Source: an optimization exercise on an open RTL-to-GDS flow (aim: small area). Production flows keep margins and buffers that such runs may drop.
Function was checked by simulation only, so behaviour that the tests miss may differ from the original.
Power figures rest on the tool's default switching activity, not on a simulated workload.

$ cat run.sh
#!/bin/bash
# synth_recipe.tcl (not shown) runs the flow's synth.tcl, then flattens the netlist and writes it again
# the make line also repeats each setting of config.mk as NAME=value (left out here)
make -C /OpenROAD-flow-scripts/flow DESIGN_CONFIG=/design/flow/config.mk WORK_HOME=/design/flow/orfs CLKGATE_MAP_FILE= SYNTH_SCRIPT=/design/flow/synth_recipe.tcl finish
$ cat config.mk
export PLATFORM = sky130hd
export DESIGN_NAME = top_oled_driver
export DESIGN_NICKNAME = top_oled_driver
export VERILOG_FILES = /design/flow/design.v
export SDC_FILE = /design/flow/constraint.sdc
export NUM_CORES = 4
export LEC_CHECK = 0
export CAP_MARGIN = 20
export CORE_MARGIN = 2
export CORE_UTILIZATION = 40
export SLEW_MARGIN = 20
$ cat constraint.sdc
create_clock -name core_clock -period 20.0 [get_ports {clk_50m}]
set_input_delay 4.0000 -clock core_clock [delete_from_list [all_inputs] [get_ports {clk_50m}]]
set_output_delay 4.0000 -clock core_clock [all_outputs]
set_load 0.01 [all_outputs]
$ cat design.v
module oled_fsm(
    input        clk_50m,
    input        rst_n,
    input        init_finish,
    input        clear_finish,
    output       init_req,
    output       clear_req,
    output       is_run
);
    localparam S_INIT  = 2'd0;
    localparam S_CLEAR = 2'd1;
    localparam S_RUN   = 2'd2;
    reg [1:0] state, next_state;
    always @(posedge clk_50m or negedge rst_n)
        if(!rst_n) state <= S_INIT;
        else       state <= next_state;
    always @(*) begin
        case(state)
            S_INIT : next_state = init_finish  ? S_CLEAR : S_INIT;
            S_CLEAR: next_state = clear_finish ? S_RUN   : S_CLEAR;
            S_RUN  : next_state = S_RUN;
            default: next_state = S_INIT;
        endcase
    end
    assign init_req  = (state == S_INIT);
    assign clear_req = (state == S_CLEAR);
    assign is_run    = (state == S_RUN);
endmodule
module oled_draw_engine_3fx3dy(
    input         clk_50m,
    input         rst_n,
    input         is_run,
    input  [63:0] fixed_char0,
    input  [6:0]  fixed_x0,
    input  [5:0]  fixed_y0,
    input  [63:0] fixed_char1,
    input  [6:0]  fixed_x1,
    input  [5:0]  fixed_y1,
    input  [63:0] fixed_char2,
    input  [6:0]  fixed_x2,
    input  [5:0]  fixed_y2,
    input  [15:0] dy_value0,
    input  [6:0]  dy_x0,
    input  [5:0]  dy_y0,
    input  [15:0] dy_value1,
    input  [6:0]  dy_x1,
    input  [5:0]  dy_y1,
    input  [15:0] dy_value2,
    input  [6:0]  dy_x2,
    input  [5:0]  dy_y2,
    output reg        start,
    output reg [7:0]  ascii,
    output reg [6:0]  x,
    output reg [3:0]  y,
    input             char_busy,
    input             char_done,
    output reg        engine_busy
);
    localparam ST_IDLE      = 3'd0;
    localparam ST_PREP_CHAR = 3'd1;
    localparam ST_SEND_CHAR = 3'd2;
    localparam ST_WAIT_DONE = 3'd3;
    reg [2:0] state;
    reg [2:0] cur_group;
    reg       cur_is_dynamic;       
    reg [3:0] cur_char_total;       
    reg [3:0] char_index;           
    reg [63:0] cur_word;            
    reg [6:0]  base_x;
    reg [3:0]  base_y;
    reg [3:0] digit3;   
    reg [3:0] digit2;   
    reg [3:0] digit1;   
    reg [3:0] digit0;   
    reg fix_pending0, fix_pending1, fix_pending2;
    reg dy_pending0,  dy_pending1,  dy_pending2;
    reg [63:0] prev_fixed_char0, prev_fixed_char1, prev_fixed_char2;
    reg [6:0]  prev_fixed_x0,    prev_fixed_x1,    prev_fixed_x2;
    reg [5:0]  prev_fixed_y0,    prev_fixed_y1,    prev_fixed_y2;
    reg [15:0] prev_dy_value0, prev_dy_value1, prev_dy_value2;
    reg [6:0]  prev_dy_x0,     prev_dy_x1,     prev_dy_x2;
    reg [5:0]  prev_dy_y0,     prev_dy_y1,     prev_dy_y2;
    always @(posedge clk_50m or negedge rst_n) begin
        if(!rst_n) begin
            state         <= ST_IDLE;
            cur_group     <= 3'd0;
            cur_is_dynamic<= 1'b0;
            cur_char_total<= 4'd0;
            char_index    <= 4'd0;
            cur_word      <= 64'd0;
            base_x        <= 7'd0;
            base_y        <= 4'd0;
            digit3        <= 4'd0;
            digit2        <= 4'd0;
            digit1        <= 4'd0;
            digit0        <= 4'd0;
            ascii         <= 8'd0;
            x             <= 7'd0;
            y             <= 4'd0;
            start         <= 1'b0;
            engine_busy   <= 1'b0;
            fix_pending0 <= 1'b1;
            fix_pending1 <= 1'b1;
            fix_pending2 <= 1'b1;
            dy_pending0  <= 1'b1;
            dy_pending1  <= 1'b1;
            dy_pending2  <= 1'b1;
            prev_fixed_char0 <= 64'd0;
            prev_fixed_char1 <= 64'd0;
            prev_fixed_char2 <= 64'd0;
            prev_fixed_x0    <= 7'd0;
            prev_fixed_x1    <= 7'd0;
            prev_fixed_x2    <= 7'd0;
            prev_fixed_y0    <= 6'd0;
            prev_fixed_y1    <= 6'd0;
            prev_fixed_y2    <= 6'd0;
            prev_dy_value0 <= 16'd0;
            prev_dy_value1 <= 16'd0;
            prev_dy_value2 <= 16'd0;
            prev_dy_x0     <= 7'd0;
            prev_dy_x1     <= 7'd0;
            prev_dy_x2     <= 7'd0;
            prev_dy_y0     <= 6'd0;
            prev_dy_y1     <= 6'd0;
            prev_dy_y2     <= 6'd0;
        end else begin
            start <= 1'b0;
            case(state)
                ST_IDLE: begin
                    char_index <= 4'd0;
                    if(is_run) begin
                        if(fix_pending0) begin
                            cur_group      <= 3'd0;
                            cur_is_dynamic <= 1'b0;
                            cur_char_total <= 4'd8;
                            cur_word       <= fixed_char0;
                            base_x         <= fixed_x0;
                            base_y         <= fixed_y0[3:0];
                            engine_busy    <= 1'b1;
                            state          <= ST_PREP_CHAR;
                        end else if(fix_pending1) begin
                            cur_group      <= 3'd1;
                            cur_is_dynamic <= 1'b0;
                            cur_char_total <= 4'd8;
                            cur_word       <= fixed_char1;
                            base_x         <= fixed_x1;
                            base_y         <= fixed_y1[3:0];
                            engine_busy    <= 1'b1;
                            state          <= ST_PREP_CHAR;
                        end else if(fix_pending2) begin
                            cur_group      <= 3'd2;
                            cur_is_dynamic <= 1'b0;
                            cur_char_total <= 4'd8;
                            cur_word       <= fixed_char2;
                            base_x         <= fixed_x2;
                            base_y         <= fixed_y2[3:0];
                            engine_busy    <= 1'b1;
                            state          <= ST_PREP_CHAR;
                        end else if(dy_pending0) begin
                            cur_group      <= 3'd3;
                            cur_is_dynamic <= 1'b1;
                            cur_char_total <= 4'd4;
                            base_x         <= dy_x0;
                            base_y         <= dy_y0[3:0];
                            digit3         <= (dy_value0 / 1000) % 10;
                            digit2         <= (dy_value0 / 100)  % 10;
                            digit1         <= (dy_value0 / 10)   % 10;
                            digit0         <=  dy_value0 % 10;
                            engine_busy    <= 1'b1;
                            state          <= ST_PREP_CHAR;
                        end else if(dy_pending1) begin
                            cur_group      <= 3'd4;
                            cur_is_dynamic <= 1'b1;
                            cur_char_total <= 4'd4;
                            base_x         <= dy_x1;
                            base_y         <= dy_y1[3:0];
                            digit3         <= (dy_value1 / 1000) % 10;
                            digit2         <= (dy_value1 / 100)  % 10;
                            digit1         <= (dy_value1 / 10)   % 10;
                            digit0         <=  dy_value1 % 10;
                            engine_busy    <= 1'b1;
                            state          <= ST_PREP_CHAR;
                        end else if(dy_pending2) begin
                            cur_group      <= 3'd5;
                            cur_is_dynamic <= 1'b1;
                            cur_char_total <= 4'd4;
                            base_x         <= dy_x2;
                            base_y         <= dy_y2[3:0];
                            digit3         <= (dy_value2 / 1000) % 10;
                            digit2         <= (dy_value2 / 100)  % 10;
                            digit1         <= (dy_value2 / 10)   % 10;
                            digit0         <=  dy_value2 % 10;
                            engine_busy    <= 1'b1;
                            state          <= ST_PREP_CHAR;
                        end else begin
                            engine_busy <= 1'b0;
                        end
                    end else begin
                        engine_busy <= 1'b0;
                    end
                end
                ST_PREP_CHAR: begin
                    if(!cur_is_dynamic) begin
                        case(char_index)
                            4'd0: ascii <= cur_word[63:56];
                            4'd1: ascii <= cur_word[55:48];
                            4'd2: ascii <= cur_word[47:40];
                            4'd3: ascii <= cur_word[39:32];
                            4'd4: ascii <= cur_word[31:24];
                            4'd5: ascii <= cur_word[23:16];
                            4'd6: ascii <= cur_word[15:8];
                            4'd7: ascii <= cur_word[7:0];
                            default: ascii <= 8'h20;
                        endcase
                    end else begin
                        case(char_index)
                            4'd0: ascii <= 8'd48 + digit3;
                            4'd1: ascii <= 8'd48 + digit2;
                            4'd2: ascii <= 8'd48 + digit1;
                            4'd3: ascii <= 8'd48 + digit0;
                            default: ascii <= 8'h20;
                        endcase
                    end
                    x <= base_x + (char_index << 3);
                    y <= base_y;
                    state <= ST_SEND_CHAR;
                end
                ST_SEND_CHAR: begin
                    if(!char_busy) begin
                        start <= 1'b1;
                        state <= ST_WAIT_DONE;
                    end
                end
                ST_WAIT_DONE: begin
                    if(char_done) begin
                        if(char_index == (cur_char_total - 1)) begin
                            case(cur_group)
                                3'd0: fix_pending0 <= 1'b0;
                                3'd1: fix_pending1 <= 1'b0;
                                3'd2: fix_pending2 <= 1'b0;
                                3'd3: dy_pending0  <= 1'b0;
                                3'd4: dy_pending1  <= 1'b0;
                                3'd5: dy_pending2  <= 1'b0;
                                default: ;
                            endcase
                            state <= ST_IDLE;
                        end else begin
                            char_index <= char_index + 1'b1;
                            state      <= ST_PREP_CHAR;
                        end
                    end
                end
                default: begin
                    state <= ST_IDLE;
                end
            endcase
            if( (fixed_char0 != prev_fixed_char0) ||
                (fixed_x0    != prev_fixed_x0)    ||
                (fixed_y0    != prev_fixed_y0) ) begin
                prev_fixed_char0 <= fixed_char0;
                prev_fixed_x0    <= fixed_x0;
                prev_fixed_y0    <= fixed_y0;
                fix_pending0     <= 1'b1;
            end
            if( (fixed_char1 != prev_fixed_char1) ||
                (fixed_x1    != prev_fixed_x1)    ||
                (fixed_y1    != prev_fixed_y1) ) begin
                prev_fixed_char1 <= fixed_char1;
                prev_fixed_x1    <= fixed_x1;
                prev_fixed_y1    <= fixed_y1;
                fix_pending1     <= 1'b1;
            end
            if( (fixed_char2 != prev_fixed_char2) ||
                (fixed_x2    != prev_fixed_x2)    ||
                (fixed_y2    != prev_fixed_y2) ) begin
                prev_fixed_char2 <= fixed_char2;
                prev_fixed_x2    <= fixed_x2;
                prev_fixed_y2    <= fixed_y2;
                fix_pending2     <= 1'b1;
            end
            if( (dy_value0 != prev_dy_value0) ||
                (dy_x0     != prev_dy_x0)     ||
                (dy_y0     != prev_dy_y0) ) begin
                prev_dy_value0 <= dy_value0;
                prev_dy_x0     <= dy_x0;
                prev_dy_y0     <= dy_y0;
                dy_pending0    <= 1'b1;
            end
            if( (dy_value1 != prev_dy_value1) ||
                (dy_x1     != prev_dy_x1)     ||
                (dy_y1     != prev_dy_y1) ) begin
                prev_dy_value1 <= dy_value1;
                prev_dy_x1     <= dy_x1;
                prev_dy_y1     <= dy_y1;
                dy_pending1    <= 1'b1;
            end
            if( (dy_value2 != prev_dy_value2) ||
                (dy_x2     != prev_dy_x2)     ||
                (dy_y2     != prev_dy_y2) ) begin
                prev_dy_value2 <= dy_value2;
                prev_dy_x2     <= dy_x2;
                prev_dy_y2     <= dy_y2;
                dy_pending2    <= 1'b1;
            end
        end
    end
endmodule
module font_data(
    input           clk_50m,
    input           rst_n,
    input           font_row,
    input [7:0]     ascii,
    input [4:0]     index, 
    output reg [7:0] data             
);
wire [4:0] rom_addr = index + (font_row ? 5'd8 : 5'd0);
reg  [3:0] rom_char;
reg        rom_hit;
reg  [7:0] rom_q;
always @(*) begin
    rom_hit  = 1'b1;
    rom_char = 4'd0;
    if      (ascii == "0") rom_char = 4'd0;
    else if (ascii == "1") rom_char = 4'd1;
    else if (ascii == "2") rom_char = 4'd2;
    else if (ascii == "3") rom_char = 4'd3;
    else if (ascii == "4") rom_char = 4'd4;
    else if (ascii == "5") rom_char = 4'd5;
    else if (ascii == "6") rom_char = 4'd6;
    else if (ascii == "7") rom_char = 4'd7;
    else if (ascii == "8") rom_char = 4'd8;
    else if (ascii == "9") rom_char = 4'd9;
    else                   rom_hit  = 1'b0;
end
always @(*) begin
    rom_q = 8'h00;
    if (!rom_addr[4]) begin
        case ({rom_char, rom_addr[3:0]})
            8'h00: rom_q = 8'h00;
            8'h01: rom_q = 8'hE0;
            8'h02: rom_q = 8'h10;
            8'h03: rom_q = 8'h08;
            8'h04: rom_q = 8'h08;
            8'h05: rom_q = 8'h10;
            8'h06: rom_q = 8'hE0;
            8'h07: rom_q = 8'h00;
            8'h08: rom_q = 8'h00;
            8'h09: rom_q = 8'h0F;
            8'h0A: rom_q = 8'h10;
            8'h0B: rom_q = 8'h20;
            8'h0C: rom_q = 8'h20;
            8'h0D: rom_q = 8'h10;
            8'h0E: rom_q = 8'h0F;
            8'h0F: rom_q = 8'h00;
            8'h10: rom_q = 8'h00;
            8'h11: rom_q = 8'h00;
            8'h12: rom_q = 8'h10;
            8'h13: rom_q = 8'h10;
            8'h14: rom_q = 8'hF8;
            8'h15: rom_q = 8'h00;
            8'h16: rom_q = 8'h00;
            8'h17: rom_q = 8'h00;
            8'h18: rom_q = 8'h00;
            8'h19: rom_q = 8'h00;
            8'h1A: rom_q = 8'h20;
            8'h1B: rom_q = 8'h20;
            8'h1C: rom_q = 8'h3F;
            8'h1D: rom_q = 8'h20;
            8'h1E: rom_q = 8'h20;
            8'h1F: rom_q = 8'h00;
            8'h20: rom_q = 8'h00;
            8'h21: rom_q = 8'h70;
            8'h22: rom_q = 8'h08;
            8'h23: rom_q = 8'h08;
            8'h24: rom_q = 8'h08;
            8'h25: rom_q = 8'h08;
            8'h26: rom_q = 8'hF0;
            8'h27: rom_q = 8'h00;
            8'h28: rom_q = 8'h00;
            8'h29: rom_q = 8'h30;
            8'h2A: rom_q = 8'h28;
            8'h2B: rom_q = 8'h24;
            8'h2C: rom_q = 8'h22;
            8'h2D: rom_q = 8'h21;
            8'h2E: rom_q = 8'h30;
            8'h2F: rom_q = 8'h00;
            8'h30: rom_q = 8'h00;
            8'h31: rom_q = 8'h30;
            8'h32: rom_q = 8'h08;
            8'h33: rom_q = 8'h08;
            8'h34: rom_q = 8'h08;
            8'h35: rom_q = 8'h88;
            8'h36: rom_q = 8'h70;
            8'h37: rom_q = 8'h00;
            8'h38: rom_q = 8'h00;
            8'h39: rom_q = 8'h18;
            8'h3A: rom_q = 8'h20;
            8'h3B: rom_q = 8'h21;
            8'h3C: rom_q = 8'h21;
            8'h3D: rom_q = 8'h22;
            8'h3E: rom_q = 8'h1C;
            8'h3F: rom_q = 8'h00;
            8'h40: rom_q = 8'h00;
            8'h41: rom_q = 8'h00;
            8'h42: rom_q = 8'h80;
            8'h43: rom_q = 8'h40;
            8'h44: rom_q = 8'h30;
            8'h45: rom_q = 8'hF8;
            8'h46: rom_q = 8'h00;
            8'h47: rom_q = 8'h00;
            8'h48: rom_q = 8'h00;
            8'h49: rom_q = 8'h06;
            8'h4A: rom_q = 8'h05;
            8'h4B: rom_q = 8'h24;
            8'h4C: rom_q = 8'h24;
            8'h4D: rom_q = 8'h3F;
            8'h4E: rom_q = 8'h24;
            8'h4F: rom_q = 8'h24;
            8'h50: rom_q = 8'h00;
            8'h51: rom_q = 8'hF8;
            8'h52: rom_q = 8'h88;
            8'h53: rom_q = 8'h88;
            8'h54: rom_q = 8'h88;
            8'h55: rom_q = 8'h08;
            8'h56: rom_q = 8'h08;
            8'h57: rom_q = 8'h00;
            8'h58: rom_q = 8'h00;
            8'h59: rom_q = 8'h19;
            8'h5A: rom_q = 8'h20;
            8'h5B: rom_q = 8'h20;
            8'h5C: rom_q = 8'h20;
            8'h5D: rom_q = 8'h11;
            8'h5E: rom_q = 8'h0E;
            8'h5F: rom_q = 8'h00;
            8'h60: rom_q = 8'h00;
            8'h61: rom_q = 8'hE0;
            8'h62: rom_q = 8'h10;
            8'h63: rom_q = 8'h88;
            8'h64: rom_q = 8'h88;
            8'h65: rom_q = 8'h90;
            8'h66: rom_q = 8'h00;
            8'h67: rom_q = 8'h00;
            8'h68: rom_q = 8'h00;
            8'h69: rom_q = 8'h0F;
            8'h6A: rom_q = 8'h11;
            8'h6B: rom_q = 8'h20;
            8'h6C: rom_q = 8'h20;
            8'h6D: rom_q = 8'h20;
            8'h6E: rom_q = 8'h1F;
            8'h6F: rom_q = 8'h00;
            8'h70: rom_q = 8'h00;
            8'h71: rom_q = 8'h18;
            8'h72: rom_q = 8'h08;
            8'h73: rom_q = 8'h08;
            8'h74: rom_q = 8'h88;
            8'h75: rom_q = 8'h68;
            8'h76: rom_q = 8'h18;
            8'h77: rom_q = 8'h00;
            8'h78: rom_q = 8'h00;
            8'h79: rom_q = 8'h00;
            8'h7A: rom_q = 8'h00;
            8'h7B: rom_q = 8'h3E;
            8'h7C: rom_q = 8'h01;
            8'h7D: rom_q = 8'h00;
            8'h7E: rom_q = 8'h00;
            8'h7F: rom_q = 8'h00;
            8'h80: rom_q = 8'h00;
            8'h81: rom_q = 8'h70;
            8'h82: rom_q = 8'h88;
            8'h83: rom_q = 8'h08;
            8'h84: rom_q = 8'h08;
            8'h85: rom_q = 8'h88;
            8'h86: rom_q = 8'h70;
            8'h87: rom_q = 8'h00;
            8'h88: rom_q = 8'h00;
            8'h89: rom_q = 8'h1C;
            8'h8A: rom_q = 8'h22;
            8'h8B: rom_q = 8'h21;
            8'h8C: rom_q = 8'h21;
            8'h8D: rom_q = 8'h22;
            8'h8E: rom_q = 8'h1C;
            8'h8F: rom_q = 8'h00;
            8'h90: rom_q = 8'h00;
            8'h91: rom_q = 8'hF0;
            8'h92: rom_q = 8'h08;
            8'h93: rom_q = 8'h08;
            8'h94: rom_q = 8'h08;
            8'h95: rom_q = 8'h10;
            8'h96: rom_q = 8'hE0;
            8'h97: rom_q = 8'h00;
            8'h98: rom_q = 8'h00;
            8'h99: rom_q = 8'h01;
            8'h9A: rom_q = 8'h12;
            8'h9B: rom_q = 8'h22;
            8'h9C: rom_q = 8'h22;
            8'h9D: rom_q = 8'h11;
            8'h9E: rom_q = 8'h0F;
            8'h9F: rom_q = 8'h00;
            default: rom_q = 8'h00;
        endcase
    end
end
always @(posedge clk_50m or negedge rst_n) begin
    if(!rst_n)
        data <= 8'h00;
    else if (rom_hit)
        data <= rom_q;
    else
        data <= 8'h00;    
end
endmodule
module oled_char_gen(
    input           clk_50m,       
    input           rst_n,         
    input           start,         
    input  [7:0]    ascii,         
    input  [6:0]    x,             
    input  [3:0]    y,             
    output reg      busy,          
    output reg      done,          
    output          iic_wr_req,    
    output [23:0]   iic_wr_data,   
    input           iic_wr_done    
);
    reg [4:0] font_index;          
    reg       font_row;            
    reg [3:0] digit;
    reg [7:0] show_x;              
    reg [3:0] show_y;              
    wire [7:0] fontdata;           
    font_data u_font (
        .clk_50m   (clk_50m),
        .rst_n     (rst_n),
        .font_row  (font_row),             
        .ascii     (ascii_latched),        
        .index     (font_index - 5'd3),    
        .data      (fontdata)
    );
    localparam IDLE   = 2'd0;      
    localparam RUN    = 2'd1;      
    localparam FINISH = 2'd2;      
    reg [1:0] state, next_state;
    always @(posedge clk_50m or negedge rst_n) begin
        if(!rst_n)
            state <= IDLE;
        else
            state <= next_state;
    end
    wire onefont_finish =
            (font_row   == 1'b1)  &&      
            (font_index == 5'd10) &&
            (iic_wr_done == 1'b1);
    always @(*) begin
        case(state)
            IDLE:   next_state = start ? RUN : IDLE;
            RUN:    next_state = onefont_finish ? FINISH : RUN;
            FINISH: next_state = IDLE;
            default:next_state = IDLE;
        endcase
    end
    always @(posedge clk_50m or negedge rst_n) begin
        if(!rst_n) begin
            busy <= 1'b0;
            done <= 1'b0;
        end else begin
            case(state)
                IDLE:   begin busy <= 1'b0; done <= 1'b0; end
                RUN:    begin busy <= 1'b1; done <= 1'b0; end
                FINISH: begin busy <= 1'b0; done <= 1'b1; end
            endcase
        end
    end
    reg [7:0] ascii_latched;
    always @(posedge clk_50m or negedge rst_n) begin
        if(!rst_n) begin
            ascii_latched <= 8'd0;
            show_x <= 8'd0;
            show_y <= 4'd0;
        end
        else if(state == IDLE && start) begin
            ascii_latched <= ascii;        
            show_x <= {1'b0, x};           
            show_y <= y;                   
        end
    end
    always @(posedge clk_50m or negedge rst_n) begin
        if(!rst_n)
            font_index <= 5'd0;
        else if(state == IDLE)
            font_index <= 5'd0;
        else if(state == RUN && iic_wr_done) begin
            if(font_index == 5'd10)
                font_index <= 5'd0;             
            else
                font_index <= font_index + 1'b1;
        end
    end
    always @(posedge clk_50m or negedge rst_n) begin
        if(!rst_n)
            font_row <= 1'b0;
        else if(state == IDLE)
            font_row <= 1'b0;                  
        else if(state == RUN && onefont_finish)
            font_row <= 1'b0;                  
        else if(state == RUN && iic_wr_done && font_index == 5'd10)
            font_row <= 1'b1;                  
    end
    reg [23:0] reg_data;
    always @(*) begin
        case(font_index)
            5'd0:
                reg_data = {8'h78, 8'h00, 8'hB0 + show_y + font_row};
            5'd1:
                reg_data = {8'h78, 8'h00, 8'h00 + show_x[3:0]};
            5'd2:
                reg_data = {8'h78, 8'h00, 8'h10 + show_x[7:4]};
            default:
                reg_data = {8'h78, 8'h40, fontdata};
        endcase
    end
    assign iic_wr_data = reg_data;
    assign iic_wr_req = (state == RUN);
endmodule  
module oled_init(
    input               clk_50m,
    input               rst_n,
    input               i_req,
    input               i_write_done,
    output              o_init_done,
    output [23:0]       o_data
);
    reg [4:0]   r_idx;
    reg [23:0]  r_data;
    assign o_data      = r_data;
    assign o_init_done = (r_idx == 5'd26 && i_write_done);
    always @(posedge clk_50m or negedge rst_n) begin
        if (!rst_n)
            r_idx <= 5'd0;
        else if (o_init_done)
            r_idx <= 5'd0;
        else if (i_write_done && i_req)
            r_idx <= r_idx + 1'b1;
    end
    always @(*) begin
        case (r_idx)
            5'd0 :  r_data = {8'h78, 8'h00, 8'hAE};
            5'd1 :  r_data = {8'h78, 8'h00, 8'h00};
            5'd2 :  r_data = {8'h78, 8'h00, 8'h10};
            5'd3 :  r_data = {8'h78, 8'h00, 8'h40};
            5'd4 :  r_data = {8'h78, 8'h00, 8'hB0};
            5'd5 :  r_data = {8'h78, 8'h00, 8'h81};
            5'd6 :  r_data = {8'h78, 8'h00, 8'hFF};
            5'd7 :  r_data = {8'h78, 8'h00, 8'hA1};
            5'd8 :  r_data = {8'h78, 8'h00, 8'hA6};
            5'd9 :  r_data = {8'h78, 8'h00, 8'hA8};
            5'd10:  r_data = {8'h78, 8'h00, 8'h3F};
            5'd11:  r_data = {8'h78, 8'h00, 8'hC8};
            5'd12:  r_data = {8'h78, 8'h00, 8'hD3};
            5'd13:  r_data = {8'h78, 8'h00, 8'h00};
            5'd14:  r_data = {8'h78, 8'h00, 8'hD5};
            5'd15:  r_data = {8'h78, 8'h00, 8'h80};
            5'd16:  r_data = {8'h78, 8'h00, 8'hD8};
            5'd17:  r_data = {8'h78, 8'h00, 8'h05};
            5'd18:  r_data = {8'h78, 8'h00, 8'hD9};
            5'd19:  r_data = {8'h78, 8'h00, 8'hF1};
            5'd20:  r_data = {8'h78, 8'h00, 8'hDA};
            5'd21:  r_data = {8'h78, 8'h00, 8'h12};
            5'd22:  r_data = {8'h78, 8'h00, 8'hDB};
            5'd23:  r_data = {8'h78, 8'h00, 8'h30};
            5'd24:  r_data = {8'h78, 8'h00, 8'h8D};
            5'd25:  r_data = {8'h78, 8'h00, 8'h14};
            5'd26:  r_data = {8'h78, 8'h00, 8'hAF};
            default:
                r_data = {8'h78, 8'h00, 8'hAE};
        endcase
    end
endmodule
module oled_clear(
    input               clk_50m,          
    input               rst_n,            
    input               refresh_req,      
    input               write_done,       
    output              refresh_finish,   
    output [23:0]       refresh_data      
);
reg [23:00]            refresh_data_reg;  
reg [10:0]             refresh_index;     
reg [2:0]              page;              
assign refresh_data = refresh_data_reg;
assign refresh_finish =
    (page == 'd7 && refresh_index == 'd130 && write_done == 1'b1) ? 1'b1 : 1'b0;
always @(posedge clk_50m or negedge rst_n) begin
    if (!rst_n)
        refresh_index <= 'd0;
    else if (refresh_index == 'd130 && write_done == 1'b1)
        refresh_index <= 'd0;               
    else if (write_done == 1'b1)
        refresh_index <= refresh_index + 1'b1;  
    else
        refresh_index <= refresh_index;
end
always @(posedge clk_50m or negedge rst_n) begin
    if (!rst_n)
        page <= 'd0;
    else if (refresh_index == 'd130 && write_done == 1'b1)
        page <= page + 1'b1;                
    else
        page <= page;
end
always @(*) begin
    case (refresh_index)
        'd0:
            refresh_data_reg <= {8'h78, 8'h00, 8'hB0 + page};
        'd1:
            refresh_data_reg <= {8'h78, 8'h00, 8'h00};
        'd2:
            refresh_data_reg <= {8'h78, 8'h00, 8'h10};
        default:
            refresh_data_reg <= {8'h78, 8'h40, 8'h00};
    endcase
end
endmodule
module oled_sel(
    input               clk_50m,
    input               rst_n,
    input               i_init_req,
    input   [23:0]      i_init_data,
    input               i_clear_req,
    input   [23:0]      i_clear_data,
    input               i_char_req,
    input   [23:0]      i_char_data,
    output              o_iic_req,
    output  [23:0]      o_iic_data
);
    reg         r_req;
    reg [23:0]  r_data;
    always @(*) begin
        r_req  = 1'b0;        
        r_data = 24'd0;       
        if (i_init_req) begin
            r_req  = 1'b1;
            r_data = i_init_data;
        end
        else if (i_clear_req) begin
            r_req  = 1'b1;
            r_data = i_clear_data;
        end
        else if (i_char_req) begin
            r_req  = 1'b1;
            r_data = i_char_data;
        end
    end
    assign o_iic_req  = r_req;
    assign o_iic_data = r_data;
endmodule
module oled_iic_driver(
    input           clk_50m,             
    input           rst_n,               
    output          iic_scl,             
    output          iic_sda,             
    output          iic_sda_oe,          
    input           iic_sda_i,           
    input  [15:0]   iic_slave,           
    input           iic_wr_req,          
    output          iic_wr_done,         
    input  [7:0]    iic_wr_data,         
    input           iic_rd_req,          
    output          iic_rd_done,         
    output [7:0]    iic_rd_data          
);
    localparam IDLE   = 6'b000_001;      
    localparam START  = 6'b000_010;      
    localparam WRDATA = 6'b000_100;      
    localparam RDDATA = 6'b001_000;      
    localparam ACK    = 6'b010_000;      
    localparam DONE   = 6'b100_000;      
    localparam WAIT_TIME = 'd100;        
    reg [5:0]   state, next_state;       
    reg [21:0]  iic_cnt;                 
    reg [3:0]   iic_bit_cnt;             
    reg [1:0]   iic_ack_done_cnt;        
    reg [2:0]   iic_send_bytes;          
    reg [15:0]  r_iic_slave;             
    reg [7:0]   r_iic_rd_data;           
    reg         r_iic_wr_req;            
    reg         iic_tx;                  
    reg         iic_clk;                 
    assign iic_sda    = iic_tx;
    assign iic_sda_oe = (state == RDDATA || (state == ACK)) ? 1'b0 : 1'b1;
    assign iic_scl = iic_clk;
    assign iic_rd_data = r_iic_rd_data;
    assign iic_rd_done = (state != next_state && state == DONE) ? 1'b1 : 1'b0;
    assign iic_wr_done = (state != next_state && state == DONE) ? 1'b1 : 1'b0;
    always @(posedge clk_50m or negedge rst_n) begin
        if (!rst_n)
            r_iic_wr_req <= 1'b0;
        else if (iic_wr_done)
            r_iic_wr_req <= 1'b0;
        else if (iic_wr_req)
            r_iic_wr_req <= 1'b1;         
        else
            r_iic_wr_req <= r_iic_wr_req;
    end
    always @(posedge clk_50m or negedge rst_n) begin
        if (!rst_n)
            state <= IDLE;
        else
            state <= next_state;
    end
    always @(*) begin
        case (state)
            IDLE:
                if (iic_wr_req || iic_rd_req)
                    next_state <= START;      
                else
                    next_state <= IDLE;
            START:
                if (iic_cnt == (WAIT_TIME * 2))
                    next_state <= WRDATA;     
                else
                    next_state <= START;
            WRDATA:
                if (iic_bit_cnt == 8 && iic_clk == 1'b0)
                    next_state <= ACK;        
                else
                    next_state <= WRDATA;
            RDDATA:
                if (iic_bit_cnt == 8 && iic_cnt == WAIT_TIME/4 && iic_clk == 1'b0)
                    next_state <= ACK;
                else
                    next_state <= RDDATA;
            ACK:
                if (iic_ack_done_cnt == 1 && iic_clk == 1'b0) begin
                    if (iic_send_bytes == 2) begin
                        if (r_iic_wr_req)
                            next_state <= DONE;      
                        else
                            next_state <= RDDATA;    
                    end
                    else if (iic_send_bytes == 2 && iic_rd_req)
                        next_state <= START;         
                    else if (iic_send_bytes == 4)
                        next_state <= DONE;          
                    else
                        next_state <= WRDATA;        
                end
                else
                    next_state <= ACK;
            DONE:
                if (iic_ack_done_cnt == 1 && iic_cnt == WAIT_TIME/4 && iic_clk == 1'b1)
                    next_state <= IDLE;              
                else
                    next_state <= DONE;
            default:
                next_state <= IDLE;
        endcase
    end
    always @(posedge clk_50m or negedge rst_n) begin
        if (!rst_n)
            iic_send_bytes <= 0;
        else if (state == IDLE)
            iic_send_bytes <= 0;
        else if (state == ACK && next_state != state)
            iic_send_bytes <= iic_send_bytes + 1'b1;
    end
    always @(posedge clk_50m or negedge rst_n) begin
        if (!rst_n)
            iic_cnt <= 0;
        else if ((iic_cnt == WAIT_TIME) && state != START)
            iic_cnt <= 0;
        else if ((iic_cnt == WAIT_TIME * 2) && state != START)
            iic_cnt <= 0;
        else if (state != next_state)
            iic_cnt <= 0;
        else
            iic_cnt <= iic_cnt + 1'b1;
    end
    always @(posedge clk_50m or negedge rst_n) begin
        if (!rst_n)
            iic_bit_cnt <= 0;
        else if (state == IDLE || state == ACK)
            iic_bit_cnt <= 0;
        else if (state == WRDATA && iic_cnt == WAIT_TIME/2 && iic_clk == 1'b1)
            iic_bit_cnt <= iic_bit_cnt + 1'b1;
        else if (state == RDDATA && iic_cnt == WAIT_TIME/2 && iic_clk == 1'b1)
            iic_bit_cnt <= iic_bit_cnt + 1'b1;
    end
    always @(posedge clk_50m or negedge rst_n) begin
        if (!rst_n)
            iic_ack_done_cnt <= 0;
        else if (state != next_state)
            iic_ack_done_cnt <= 0;
        else if ((state == ACK || state == DONE) && iic_cnt == WAIT_TIME/2 && iic_clk == 1'b1)
            iic_ack_done_cnt <= iic_ack_done_cnt + 1'b1;
    end
    always @(posedge clk_50m or negedge rst_n) begin
        if (!rst_n)
            r_iic_slave <= 0;
        else if ((iic_wr_req || iic_rd_req) && state == IDLE)
            r_iic_slave <= iic_slave;                    
        else if (state == ACK && state != next_state) begin
            if (iic_send_bytes == 2)
                r_iic_slave <= {r_iic_slave[7:0], r_iic_slave[15:8]} + 1'b1;
            else
                r_iic_slave <= {r_iic_slave[7:0], r_iic_slave[15:8]};
        end
    end
    always @(posedge clk_50m or negedge rst_n) begin
        if (!rst_n)
            iic_clk <= 1'b1;
        else if (state == START && iic_cnt == WAIT_TIME*2)
            iic_clk <= 1'b0;
        else if (state == START && iic_cnt > WAIT_TIME)
            iic_clk <= 1'b1;
        else if (state == WRDATA && iic_cnt == WAIT_TIME)
            iic_clk <= ~iic_clk;
        else if (state == RDDATA && iic_cnt == WAIT_TIME)
            iic_clk <= ~iic_clk;
        else if (state == ACK && iic_cnt == WAIT_TIME)
            iic_clk <= ~iic_clk;
        else if (state == DONE && iic_cnt == WAIT_TIME)
            iic_clk <= 1'b1;
    end
    always @(posedge clk_50m or negedge rst_n) begin
        if (!rst_n)
            iic_tx <= 1'b1;
        else if (state == START && iic_cnt == WAIT_TIME/2)
            iic_tx <= 1'b0;
        else if (state == START && iic_cnt == WAIT_TIME/4)
            iic_tx <= 1'b1;
        else if (state == WRDATA && iic_cnt == WAIT_TIME/2) begin
            if (iic_clk == 1'b0 && iic_send_bytes == 2 && (iic_wr_req || r_iic_wr_req))
                iic_tx <= iic_wr_data[7 - iic_bit_cnt];
            else if (iic_clk == 1'b0)
                iic_tx <= r_iic_slave[7 - iic_bit_cnt];
        end
        else if (state == ACK)
            iic_tx <= 1'b0;
        else if (state == DONE && iic_cnt == WAIT_TIME && iic_clk == 1'b1)
            iic_tx <= 1'b1;
        else if (state == IDLE)
            iic_tx <= 1'b1;
    end
    always @(posedge clk_50m or negedge rst_n) begin
        if (!rst_n)
            r_iic_rd_data <= 0;
        else if (state == RDDATA && iic_cnt == WAIT_TIME/2 && iic_clk == 1'b1)
            r_iic_rd_data <= {r_iic_rd_data[6:0], iic_sda_i};
    end
endmodule
module top_oled_driver(
    input           clk_50m,
    input           rst_n,
    input  [63:0]   fixed_char,
    input  [6:0]    fixed_x,
    input  [5:0]    fixed_y,
    input  [63:0]   fixed_char1,
    input  [6:0]    fixed_x1,
    input  [5:0]    fixed_y1,
    input  [63:0]   fixed_char2,
    input  [6:0]    fixed_x2,
    input  [5:0]    fixed_y2,
    input  [15:0]   dy_value,
    input  [6:0]    dy_x,
    input  [5:0]    dy_y,
    input  [15:0]   dy_value1,
    input  [6:0]    dy_x1,
    input  [5:0]    dy_y1,
    input  [15:0]   dy_value2,
    input  [6:0]    dy_x2,
    input  [5:0]    dy_y2,
    output          busy,
    output          iic_scl,
    output          iic_sda,       
    output          iic_sda_oe     
);
    wire init_finish;
    wire clear_finish;
    wire init_req;
    wire clear_req;
    wire is_run;
    oled_fsm u_oled_fsm(
        .clk_50m      (clk_50m),
        .rst_n        (rst_n),
        .init_finish  (init_finish),
        .clear_finish (clear_finish),
        .init_req     (init_req),
        .clear_req    (clear_req),
        .is_run       (is_run)
    );
    wire        draw_start;
    wire [7:0]  draw_ascii;
    wire [6:0]  draw_x;
    wire [3:0]  draw_y;
    wire        draw_busy;
    wire        draw_done;
    wire        engine_busy;
    oled_draw_engine_3fx3dy u_draw_engine(
        .clk_50m   (clk_50m),
        .rst_n     (rst_n),
        .is_run    (is_run),
        .fixed_char0 (fixed_char),
        .fixed_x0    (fixed_x),
        .fixed_y0    (fixed_y[3:0]),    
        .fixed_char1 (fixed_char1),
        .fixed_x1    (fixed_x1),
        .fixed_y1    (fixed_y1[3:0]),
        .fixed_char2 (fixed_char2),
        .fixed_x2    (fixed_x2),
        .fixed_y2    (fixed_y2[3:0]),
        .dy_value0   (dy_value),
        .dy_x0       (dy_x),
        .dy_y0       (dy_y[3:0]),
        .dy_value1   (dy_value1),
        .dy_x1       (dy_x1),
        .dy_y1       (dy_y1[3:0]),
        .dy_value2   (dy_value2),
        .dy_x2       (dy_x2),
        .dy_y2       (dy_y2[3:0]),
        .start       (draw_start),
        .ascii       (draw_ascii),
        .x           (draw_x),
        .y           (draw_y),
        .char_busy   (draw_busy),
        .char_done   (draw_done),
        .engine_busy (engine_busy)
    );
    wire [23:0] IICWriteData_char;
    wire        IICWriteReq_char;
    wire        IICWriteDone;
    oled_char_gen u_char_gen(
        .clk_50m     (clk_50m),
        .rst_n       (rst_n),
        .start       (draw_start),
        .ascii       (draw_ascii),
        .x           (draw_x),
        .y           (draw_y),
        .busy        (draw_busy),
        .done        (draw_done),
        .iic_wr_req  (IICWriteReq_char),
        .iic_wr_data (IICWriteData_char),
        .iic_wr_done (IICWriteDone)
    );
    wire [23:0] Init_data;
    wire [23:0] clear_data;
    wire        IICWriteReq;
    wire [23:0] IICWriteData;
    oled_init u_init(
        .clk_50m      (clk_50m),
        .rst_n        (rst_n),
        .i_req        (init_req),
        .i_write_done (IICWriteDone),
        .o_init_done  (init_finish),
        .o_data       (Init_data)
    );
    oled_clear u_clear(
        .clk_50m        (clk_50m),
        .rst_n          (rst_n),
        .refresh_req    (1'b0),
        .write_done     (IICWriteDone),
        .refresh_finish (clear_finish),
        .refresh_data   (clear_data)
    );
    oled_sel u_sel(
        .clk_50m      (clk_50m),
        .rst_n        (rst_n),
        .i_init_req   (init_req),
        .i_init_data  (Init_data),
        .i_clear_req  (clear_req),
        .i_clear_data (clear_data),
        .i_char_req   (IICWriteReq_char),
        .i_char_data  (IICWriteData_char),
        .o_iic_req    (IICWriteReq),
        .o_iic_data   (IICWriteData)
    );
    oled_iic_driver u_iic(
        .clk_50m      (clk_50m),
        .rst_n        (rst_n),
        .iic_scl      (iic_scl),
        .iic_sda      (iic_sda),
        .iic_sda_oe   (iic_sda_oe),
        .iic_sda_i    (1'b1),
        .iic_slave    ({IICWriteData[15:8], IICWriteData[23:16]}),
        .iic_wr_req   (IICWriteReq),
        .iic_wr_done  (IICWriteDone),
        .iic_wr_data  (IICWriteData[7:0]),
        .iic_rd_req   (1'b0)
    );
    assign busy = !is_run || engine_busy;
endmodule
==> metrics.md <==
| Metric | Value |
|---|---|
| Peak VDD IR | `68.5 uV` |
| Synth top area cells | `dfrtp_1 34%, xnor2_1 6.1%, clkbuf_1 4.7%` |
| Avg Inst Size Synth | `8.25 sq um` |
| Setup bufs post-CTS | `0` |
| Final setup margin | `2.96 ns` |
| Crit. End Element | `flop` |
| Sequential share of the synthesized area | `34.8%` |
| CP top delay family | `simple AND/OR/NAND/NOR gates` |
| Synth Instances | `4791` |
| Inst Count DP | `5887` |
| Least-Margin Pin Slew | `1.14 ns` |
| Fin cells | `6010` |
| Wire per inst | `22.6 um` |
| Area Overhead vs Synth | `13.2%` |
| Htree depth | `2` |
| Max Clk Rate | `58.7 MHz` |
| CTS Sinks | `549` |
| Lkg Pwr | `18.1 nW` |
| FF/Latch Area | `0.0138 sq mm` |
| Netlist Area Pre-Place | `0.0395 sq mm` |
| Vias in the first global route | `33907` |
| Pwr per Cell Area | `90.9 mW/mm^2` |
| Initial DRT Pass Iterations | `5` |
| Max-slew headroom | `22.9%` |
| Worst-path clk slew | `0.06 ns` |
| Initial antenna violation count | `24` |
| Post-route ant nets | `0` |
| Final GP Congestion | `0.944` |
| Max Root-Sink Buffers | `3` |
| Worst Setup Path Type | `in -> reg` |
| Worst Path Arrival | `17.54 ns` |
| Post-synth cell types | `125` |
| Initial Util | `40.3%` |
| Period utilisation layout | `85.2%` |
| Hold_buf cts | `0` |
| Setup TNS | `0 ns` |
| Max incr delay on CP | `0.81 ns` |
| Element type at the critical path start | `input port` |
| Worst hold path type | `reg -> reg` |
| Max FO, Critical Path | `29` |
| Most used DFF post-synth | `dfrtp_1` |
| Grt ovf | `0` |
| Area of the multi-input gates | `0.0233 sq mm` |
| CTS tree | `built` |
| RSZ-0062 raised after global routing | `false` |
| Detailed Route WL | `136000 um` |
| Die width | `318 um` |
| Die footprint | `0.101 sq mm` |
| CORE AREA | `0.0981 sq mm` |
| # fillers | `9619` |
| Via-to-Cell Ratio | `5.97` |
| Post-synth ARST share | `100%` |
| Outcome | `timing/DRC/antenna clean` |
| Hold Fails Final Rpt | `0` |
| Share of cells above drive strength 1 | `6.87%` |
| # port buffers | `311` |
| Buf+Inv Stages, Crit Path | `4` |
| Number of synthesized register bits | `549` |
| Post-DP HPWL | `104000 um` |
| Largest net degree at the start of global routing | `131` |
| Cts repair resizes | `0` |
| Fin Clk Skew | `0.0519 ns` |
| Pre-CTS WS | `2.65 ns` |
| First-pass GRT wire length | `207000 um` |
| Share of the synthesized area in the top cell type | `34.2%` |
| CTS Buf Count | `61` |
| Ys Warns | `14` |
| Final Max Slew Viols | `0` |
| Total Nets Final | `5050` |
| Final Core Density | `45.6%` |
| Count of final setup violators | `0` |
| Max-capacitance violation count | `0` |
| Global Route Usage Sum | `26.0%` |
| DRC Markers | `0` |
| Post-route minimum period | `17.04 ns` |
| Worst-Skew Late Latency | `0.66 ns` |
| Slowest CP cell | `nor2_1` |
| Ports | `324` |
| Clock Tree Root | `clkbuf_16` |
| Number of synthesized flops with an enable pin | `0` |
| Die height | `318 um` |
| Vias | `35896` |
| Net Count, Synth | `5177` |
| Initial DRC count | `3482` |
| Synth area leader | `dfrtp_1` |
| Rows | `115` |
| Worst EP required | `20.50 ns` |
[sequential cells by signal (all words and copies together) (netlist names), 11 cells and up]
register,count
u_iic.iic_cnt,22
u_draw_engine.cur_word,64
u_draw_engine.prev_fixed_char1,64
u_draw_engine.prev_dy_value2,16
u_draw_engine.prev_fixed_char0,64
u_draw_engine.prev_dy_value0,16
u_draw_engine.prev_dy_value1,16
u_iic.r_iic_slave,16
u_clear.refresh_index,11
u_draw_engine.prev_fixed_char2,64
[cell families (layout without fill, tap and decap cells)]
kind of cell | Yosys count | after routing | synth area share [%]
xor+xnor | 450 | 450 | 9.97
fa+ha+maj | 88 | 88 | 2.67
mux | 181 | 181 | 4.89
other cells | 0 | 8 | 0
simple gates | 1544 | 1544 | 18.7
compound gates | 1327 | 1327 | 22.6
buf+inv | 652 | 576 | 6.37
flops | 549 | 549 | 34.8
[Yosys cell counts (21+ instances only)]
master / number
nand4_1: 95
dfrtp_1: 540
buf_1: 22
o211ai_1: 66
nand2_1: 418
a221oi_1: 30
nand3_1: 142
xnor2_1: 274
inv_1: 88
a31oi_1: 73
nor2b_1: 21
a21oi_1: 313
mux2i_1: 126
xor2_1: 176
o22ai_1: 39
nand2b_1: 31
o21a_1: 37
o21ai_0: 275
nor4_1: 86
a211oi_1: 59
o21ai_1: 33
o31ai_1: 31
nor3_1: 129
a22oi_1: 34
a21o_1: 26
buf_2: 42
ha_1: 65
mux2_2: 48
nor2_1: 435
and2_1: 33
and3_1: 39
clkbuf_1: 491
o221ai_1: 21
a211o_1: 21
or3_1: 27
maj3_1: 21
[layout make-up]
class,count,share of cell area (%)
inverters,92,0.772
flip-flops and latches,549,30.8
well taps,1287,3.60
diodes,8,0.0448
clock buffers,83,3.91
multi-input cells,3590,52.1
repair buffers,370,8.00
clock inverters,31,0.806
[report_power, final]
part	switching [mW]	internal, mW	leakage, nW
clock	0.491	0.682	1.03
combinational	1.10	0.636	10.7
sequential	0.0158	1.14	6.42
[final timing paths]
path                                           start                           endpoint  slack (ns)  depth (start not counted)
hold / removal                       u_char_gen.busy                u_draw_engine.start        0.47                          1
max in group asynchronous                      rst_n  u_draw_engine.prev_fixed_char1[8]       13.55                          4
setup / recovery                       dy_value1[15]            u_draw_engine.digit1[2]        2.96                         37
hold reg to reg                      u_char_gen.busy                u_draw_engine.start        0.47                          1
setup reg to reg           u_draw_engine.dy_pending1            u_draw_engine.digit1[2]        5.95                         36
min in group asynchronous                      rst_n                  u_iic.iic_cnt[20]        3.36                          1
[metal layers]
| layer | share of wire [%] | global-route usage [%] | up-vias | wire (um) |
|---|---|---|---|---|
| li1 | - | - | 16959 | - |
| met1 | 44 | 35.4 | 17528 | 59300 |
| met2 | 47 | 42.4 | 1159 | 63500 |
| met3 | 6.8 | 4.90 | 218 | 9230 |
| met4 | 2.5 | 6.77 | 32 | 3400 |
| met5 | 0.14 | 0 | - | 187 |
[cells in the final DEF, fill, tap and decap left out, types with 62 or more instances in the layout]
cell	n
clkbuf_16	62
clkdlybuf4s50_1	310
o211ai_1	66
nand2_1	418
mux2i_1	126
xnor2_1	274
dfrtp_1	540
nor2_1	435
a31oi_1	73
xor2_1	176
nor4_1	86
o21ai_0	274
a21oi_1	312
ha_1	65
nand4_1	95
nand3_1	141
nor3_1	129
inv_1	88
[through the flow]
stage | instance area [sq um] | hold slack (ns) | power, mW
after global routing | 44700 | 0.484 | 4.31
after global placement | 42600 | 0.438 | 2.86
final | 44700 | 0.472 | 4.07
after floorplan | 39500 | 0.425 | 2.46
after CTS | 44700 | 0.477 | 4.06
after detailed placement | 42600 | 0.457 | 2.88

-- separate check: timing with driven ports --
No port has a modelled driver above. Below, the same layout with a new extraction and two added sets of constraints.
Step 1 assumes that a clkbuf_16 drives the clock port and a buf_2 every other input.
Step 2 moves the port delays by t, midway between the first and last clock arrival at a register: inputs arrive t later, outputs are due t later. That takes back most of the time a late clock gives input paths.
a / b / c = ideal ports / drivers / drivers and shift; a / b = the first two.
t (ns): 0.703
setup slack, ns: 2.960 / 2.998 / 2.296
worst register clock-pin slew, ns: 0.07 / 0.07
worst data-port slew with drivers (ns): 0.14
pins driven straight from the clock port: 1
After both steps this run still meets setup and hold. For this run, drivers alone change the setup slack by +0.038 ns; drivers and shift together by -0.664 ns.
